Source: an optimization exercise on an open RTL-to-GDS flow (aim: small area, a short achievable clock period and few clock cycles). Production flows keep margins and buffers that such runs may drop.
RTL that was checked went through simulation tests only; none was proved equivalent to the original.
Only the layout flow was run in run 1; the RTL was not checked for function there.

## flow/design.v (module list and top-level ports; edited modules follow where they fit)
// module CONV: 2273 lines
// module CONV_fa: 4 lines
module  CONV(
            input		  clk,
            input		  reset,
            output		  busy,
            input		  ready,
            output [11:0] iaddr,
            input  [19:0] idata,
            output	 	  cwr,
            output [11:0] caddr_wr,
            output [19:0] cdata_wr,
            output	 	  crd,
            output [11:0] caddr_rd,
            input  [19:0] cdata_rd,
            output [ 2:0] csel
        );
  // ...
==> flow/flow/run.sh <==
#!/bin/bash
# Own layout flow: the standard flow (standard.sh, unchanged synthesis,
# floorplan, power grid and tap cells), with buf_2 cells as the port buffers
# instead of the delay buffer buffer_ports picks by default, and repair_timing
# aiming for 6.8 ns of setup slack.
# The full make/ORFS output goes to flow_standard.log in the work folder;
# ORFS also keeps a log per step under orfs/logs.
set -euo pipefail
bash standard.sh \
  "BUFFER_PORTS_ARGS=-buffer_cell sky130_fd_sc_hd__buf_2" \
  SETUP_SLACK_MARGIN=6.8 \
  finish > flow_standard.log 2>&1
==> flow/standard.sh <==
#!/bin/bash
# synth_recipe.tcl (not shown) runs the flow's synth.tcl, then flattens the netlist and writes it again
# the make line also repeats each setting of config.mk as NAME=value (left out here)
make -C /OpenROAD-flow-scripts/flow DESIGN_CONFIG=/design/flow/config.mk WORK_HOME=/design/flow/orfs CLKGATE_MAP_FILE= SYNTH_SCRIPT=/design/flow/synth_recipe.tcl "${@:-finish}"
==> flow/config.mk <==
export PLATFORM = sky130hd
export DESIGN_NAME = CONV
export DESIGN_NICKNAME = CONV
export VERILOG_FILES = /design/flow/design.v
export SDC_FILE = /design/flow/constraint.sdc
export NUM_CORES = 4
export LEC_CHECK = 0
export CAP_MARGIN = 20
export CORE_MARGIN = 2
export CORE_UTILIZATION = 40
export CTS_CLUSTER_DIAMETER = 100
export CTS_CLUSTER_SIZE = 25
export SLEW_MARGIN = 20
export SYNTH_HIERARCHICAL = 1
==> flow/constraint.sdc <==
create_clock -name core_clock -period 10.0 [get_ports {clk}]
set_input_delay 2.0000 -clock core_clock [delete_from_list [all_inputs] [get_ports {clk}]]
set_output_delay 2.0000 -clock core_clock [all_outputs]
set_load 0.01 [all_outputs]
==> results.txt, run 1 <==
DRT antenna net count 0; final core utilization 44.1%; first-pass GRT wire length 176000 um; pre-CTS setup slack 6.13 ns; sequential cell area share about two fifths; DR vias/cell 4.94; Critical Path End cdata_wr_r[5]; Core Region 111000 um2; Hold WC Path Type reg -> reg; mapped cell area 44500 um2; initial antenna violation count 6; CP Launch Type register; Largest delay share family, worst path compound AO/OA/AOI/OAI gates; # setup viols final 0; Synth-to-Final Area Change 9.42%; DP Area 46800 um2; design area 48700 um2; die width 338 um; n_taps between 1000 and 1500; relative slew slack 35.6%; WL met1 52100 um; Worst Path Arrival 3.79 ns; EDFF count, synth 20; fillcell total 9832; CTS tree yes; Seq cells 946; status complete, no violations; Slew Viols, Final 0; via count 22302; Worst Setup SP r2[25]; worst reg-to-reg path cell count 13; Reg area 19300 um2; min cycle time layout 3.25 ns
==> run 2: changes to the inputs <==
--- a/flow/design.v
+++ b/flow/design.v
@@ -20,17 +20,17 @@
 reg  [6:0] ry;         
 reg  [3:0] rr;         
 reg  [3:0] ws;         
 reg  [6:0] wq;         
 reg  [3:0] wr;         
 reg        cwr_r, csel1_r;
 reg [11:0] caddr_wr_r, caddr_rd_r;
 reg [19:0] cdata_wr_r;
-reg [19:0] rb, pm, pa_r;
+reg [19:0] pm, pa_r;
 assign busy     = busy_r;
 assign iaddr    = {ry[5:0], rx[5:0]};
 assign cwr      = cwr_r;
 assign caddr_wr = caddr_wr_r;
 assign cdata_wr = cdata_wr_r;
 assign crd      = busy_r;
 assign caddr_rd = caddr_rd_r;
 assign csel     = {1'b0, csel1_r, 1'b1};
@@ -2213,17 +2213,17 @@
 wire [6:0] wq2   = wlow ? wq + 7'd65 : wq;
 wire [6:0] pt    = wq2 - 7'd3;
 wire [4:0] pi    = pt[5:1];        
 wire       ph    = pt[0];          
 wire [3:0] psx   = wlow ? ws - 4'd1 : ws;
 wire       pact  = wq != 7'd2 && !(ws == 4'd0 && wlow);
 wire       l0we  = wq != 7'd0 && ws != 4'd8;
 wire [6:0] wx    = wq - 7'd1;
-wire [19:0] pmax = (rb > pm) ? rb : pm;
+wire [19:0] pmax = (cdata_rd > pm) ? cdata_rd : pm;
 always @(posedge clk or posedge reset) begin
     if (reset) begin
         busy_r  <= 1'b0;
         wact    <= 1'b0;
         cwr_r   <= 1'b0;
         csel1_r <= 1'b0;
     end else begin
         if (start)
@@ -2257,22 +2257,21 @@
             wq <= wq + 7'd1;
     end else
         wr <= wr + 4'd1;
     if (wr[3])
         caddr_wr_r <= {2'b00, psx[2:0], ph, wr[0], pi};
     else
         caddr_wr_r <= {ws[2:0], wr[2:0], wx[5:0]};
     caddr_rd_r <= {psx[2:0], ph, wr[2], wr[0], pi, wr[1]};
-    cdata_wr_r <= wr[3] ? (wr[0] ? pmax : pa_r) : relu;
-    rb <= cdata_rd;
-    if (wr == 4'd2 || wr == 4'd6)
-        pm <= rb;
-    else
+    cdata_wr_r <= wr[3] ? (wr[0] ? pm : pa_r) : relu;
+    if (wr == 4'd1 || wr == 4'd5)
+        pm <= cdata_rd;
+    else if (wr != 4'd9)
         pm <= pmax;
-    if (wr == 4'd5)
+    if (wr == 4'd4)
         pa_r <= pmax;
 end
 endmodule
 module CONV_fa(input a, input b, input c, output s, output co);
 assign s  = a ^ b ^ c;
 assign co = (a & b) | (a & c) | (b & c);
 endmodule
==> flow/run.sh (new file) <==
#!/bin/bash
# synth_recipe.tcl (not shown) runs the flow's synth.tcl, then flattens the netlist and writes it again
# the make line also repeats each setting of config.mk as NAME=value (left out here)
make -C /OpenROAD-flow-scripts/flow DESIGN_CONFIG=/design/flow/config.mk WORK_HOME=/design/flow/orfs CLKGATE_MAP_FILE= SYNTH_SCRIPT=/design/flow/synth_recipe.tcl finish
==> flow/config.mk (replaced) <==
export PLATFORM = sky130hd
export DESIGN_NAME = CONV
export DESIGN_NICKNAME = CONV
export VERILOG_FILES = /design/flow/design.v
export SDC_FILE = /design/flow/constraint.sdc
export NUM_CORES = 4
export LEC_CHECK = 0
export CAP_MARGIN = 20
export CORE_MARGIN = 2
export CORE_UTILIZATION = 40
export SLEW_MARGIN = 20
export SYNTH_HIERARCHICAL = 1
removed: flow/flow/run.sh
removed: flow/standard.sh
==> results.txt, run 2 <==
status complete, no violations (unchanged); worst r2r src r2[9] (was r2[25]); Final period util 44.9% (was 32.5%); Core Region 109000 um2 (was 111000 um2); post_cts resized 0 (was 95); All-Layer GR Usage 23.8% (was 22.2%); Max Root-Sink Buffers 3 (unchanged); Starting Density 40.5% (was 40.3%); RSZ-0062 raised after global routing false (was true); hold buffers post-CTS 0 (unchanged); EDFF count, synth 40 (was 20); post-DP HPWL 99900 um (was 94400 um); postcts setup bufs 0 (was 15); ys async rst share 0.432% (was 0.423%); Clock Latency Late Sink 0.69 ns (was 0.67 ns); fmax 223 MHz (was 308 MHz); Layout Nets 4084 (was 4137); pin count of the biggest net entering global routing 40 (was 46); max-cap violations 0 (unchanged); reg-to-reg critical path endpoint cdata_wr_r[15] (was cdata_wr_r[5]); Largest register FFs 460 (unchanged); CP required 10.43 ns (was 10.54 ns); DR vias/cell 4.97 (was 4.94); RePlAce Congestion 0.969 (was 1.01); share of cells above drive strength 1 7.19% (was 10.7%); Die Area 113000 um2 (was 114000 um2); Least-Margin Pin Slew 1.21 ns (was 0.965 ns); area of the multi-input gates 24200 um2 (was 24500 um2); CP Launch Type input port (was register); crit-path cells clkdlybuf4s50_1 > ha_1 > nand4_1 > nor2_1 > nand2_1 > o21ai_1 > a211oi_1 > a31oi_2 > a21o_1 > mux2_2 (was inv_2 > fa_1 > inv_2 > ha_4 > a21oi_4 > o211ai_1 > a311oi_2 > buf_4 > a31oi_4 > o211ai_1 > o2bb2ai_4 > mux2_4 > a21o_1); post-synthesis cell type with the largest combined area fa_1 (unchanged); die width 336 um (was 338 um); Sink Count 926 (was 946); DRC viols 0 (unchanged); Iter 0 DRT Violations 1561 (was 2140); Crit. End Element register (unchanged); Reg area 19000 um2 (was 19300 um2); initial antenna violation count 9 (was 6); Hold WC Path Type reg -> reg (unchanged); vias in the first global route 25438 (was 24263); via count 22409 (was 22302); critical path type in -> reg (was reg -> reg); Port Buffer Count 102 (unchanged); Avg WL per Cell 28.7 um (was 27.3 um); number of buffers created by CTS 95 (was 47); worst reg-to-reg path cell count 12 (was 13); commonest non-fill, non-tap cell in the layout fa_1 (unchanged); Synth-to-Final Area Change 14.0% (was 9.42%); # setup viols final 0 (unchanged); most frequent cell after synthesis fa_1 (unchanged); Netlist cell types 61 (was 66); row cnt 121 (was 122); Die Ht 336 um (was 338 um); mapped cell area 44200 um2 (was 44500 um2); yosys warns 7 (unchanged); final WL 130000 um (was 123000 um); Mapped Avg Cell Area 15.9 um2 (was 15.6 um2); M2 GR Usage 37.2% (was 33.9%); Synth Flop Type dfxtp_1 (unchanged); grt ovf 0 (unchanged); top cells by area, synth fa_1 (45%), dfxtp_1 (40%), edfxtp_1 (2.7%) (was fa_1 (44%), dfxtp_1 (41%), ha_1 (2.6%)); Worst path max stage delay 0.77 ns (was 0.51 ns); # H-tree levels 3 (was 2); relative slew slack 19.5% (was 35.6%); most frequent cells in the layout fa_1 (988), dfxtp_1 (876), inv_1 (222) (was fa_1 (988), dfxtp_1 (833), inv_1 (238)); DRT antenna net count 0 (unchanged); Worst R2R Setup Slack 6.21 ns (was 6.75 ns); peak fanout along the critical path 20 (was 5); Pre-Repair DR Iteration Count 5 (unchanged); min cycle time layout 4.49 ns (was 3.25 ns); Fin. Hold Viols 0 (unchanged); Hold Startpoint sr[305] (was sr[186]); top post-synthesis cells by count fa_1 (988), dfxtp_1 (882), inv_1 (222), ha_1 (94), nand2_1 (75) (was fa_1 (988), dfxtp_1 (922), inv_1 (240), ha_1 (94), a21oi_1 (85)); Clock transition at path regs 0.06 ns (was 0.10 ns); slowest stage cell, crit path a21o_1 (was fa_1); Slew Viols, Final 0 (unchanged); sequential fraction of the synthesis area 42.9% (was 43.0%); GR Util met3 4.69% (was 6.18%); first-pass GRT wire length 184000 um (was 176000 um); Most Crowded Layer GR met2 (unchanged); total negative setup slack 0 ns (unchanged); Mapped Cells 2769 (was 2856); Top reg by flops sr (unchanged); Root Driver clkbuf_16 (unchanged); Largest regs sr (460), r1 (241), r2 (104) (unchanged); Synth top area share 44.8% (was 44.4%); fillcell total 9450 (was 9832); CTS tree yes (unchanged); Worst Path Arrival 4.92 ns (was 3.79 ns); synthesized flop and latch total 926 (was 946); clk_skew 0.0305 ns (was 0.0600 ns); I/O pins 105 (unchanged); grt met1 use 31.7% (was 30.6%); Min-Delay Endpoint sr[325] (was sr[206]); Min-Delay Path Depth 0 (unchanged)
[run 2: changes by cell type after synthesis, sizes merged, moves of 11 or more]
cell	delta
dfxtp	-40
mux2	+21
edfxtp	+20
a21oi	-39
nand2	+13
a21o	-11
nor2	-28
o2bb2ai	+16
inv	-18
nand3	-14
[run 2: how the worst max path moves through the flow]
stage	start	to	cells after the start
CTS	cdata_rd[18]	pm[17]	10
global route	cdata_rd[18]	pm[17]	10
floorplan	cdata_rd[9]	pm[0]	10
detailed placement	cdata_rd[18]	pm[18]	10
finish	cdata_rd[18]	pm[17]	10
global placement	cdata_rd[19]	pm[9]	10
[run 2: modules after synthesis (local to each module, per instance)]
| module | flops+latches | times used | cells inside |
|---|---|---|---|
| CONV_fa | 0 | 987 | 1 |
| CONV | 926 | 1 | 1782 |
[run 2: worst max-delay path: cells and delay by family]
kind            cells  cell delay, ns
simple gates        3            0.53
mux                 1            0.42
buf+inv             1            0.47
compound gates      4            1.15
fa+ha+maj           1            0.33
[run 2: cell type report]
cell class | instances | area share [%]
clock buffers | 121 | 5.18
clock inverters | 51 | 1.47
well taps | 1476 | 3.67
multi-input cells | 1595 | 48.1
inverters | 223 | 1.66
flip-flops and latches | 926 | 37.7
diodes | 3 | 0.0149
repair buffers | 118 | 2.27
[run 2: logic make-up after synthesis]
group / Yosys count / share of synthesized area [%]
simple gates: 215 / 2.41
compound gates: 182 / 2.69
xor+xnor: 51 / 1.01
fa+ha+maj: 1082 / 47.5
buf+inv: 268 / 2.45
mux: 43 / 1.04
flops: 926 / 42.9
other cells: 2 / 0.0170
[run 2: through the flow]
step                      hold slack (ns)  util (%)  std cells  cell area, um2  setup WS, ns
after global placement              0.310      43.0       4338           47000          4.82
final                               0.320      46.1       4513           50400          5.51
after global routing                0.323      46.1       4510           50300          5.35
after CTS                           0.322      46.1       4510           50300          5.55
after detailed placement            0.312      43.1       4338           47000          4.81
after floorplan                     0.310         -       2789           44200          6.00
[run 2: routing by layer]
layer	vias to the layer above	part of all wire, %	wire (um)
li1	9014	-	-
met1	12133	42	53800
met2	963	46	60100
met3	299	6.8	8810
met4	0	5.3	6850
met5	-	0	0
Testbench counts of run 2, summed over its fixed seeds: cycles 94,302.

==> re-timing with driven ports <==
Ports are ideal in the flow. The routed layouts listed here were re-timed in OpenROAD. Step 1 (the two cells are an assumption about what drives the block):
set clk [get_ports {clk}]
set_driving_cell -lib_cell sky130_fd_sc_hd__clkbuf_16 $clk
set_driving_cell -lib_cell sky130_fd_sc_hd__buf_2 [delete_from_list [all_inputs] $clk]
Step 2 moves the port delays by t, midway between the first and last clock arrival at a register: inputs arrive t later, outputs are due t later. That takes back most of the time a late clock gives input paths. Three values: no drivers, after step 1, after step 2; two values: the first two.
run	shift t [ns]	setup slack, ns	worst hold slack (ns)	clock arrival spread, ns	slew at the worst register clock pin (ns)
run 1	0.709	6.754 / 6.735 / 6.754	0.295 / 0.295 / 0.295	0.060 / 0.060	0.10 / 0.10
run 2	0.753	5.511 / 5.564 / 4.811	0.320 / 0.320 / 0.320	0.033 / 0.034	0.07 / 0.07
After both steps every run listed still meets setup and hold. For run 2, which loses most, drivers alone change the setup slack by +0.053 ns; drivers and shift together by -0.700 ns.
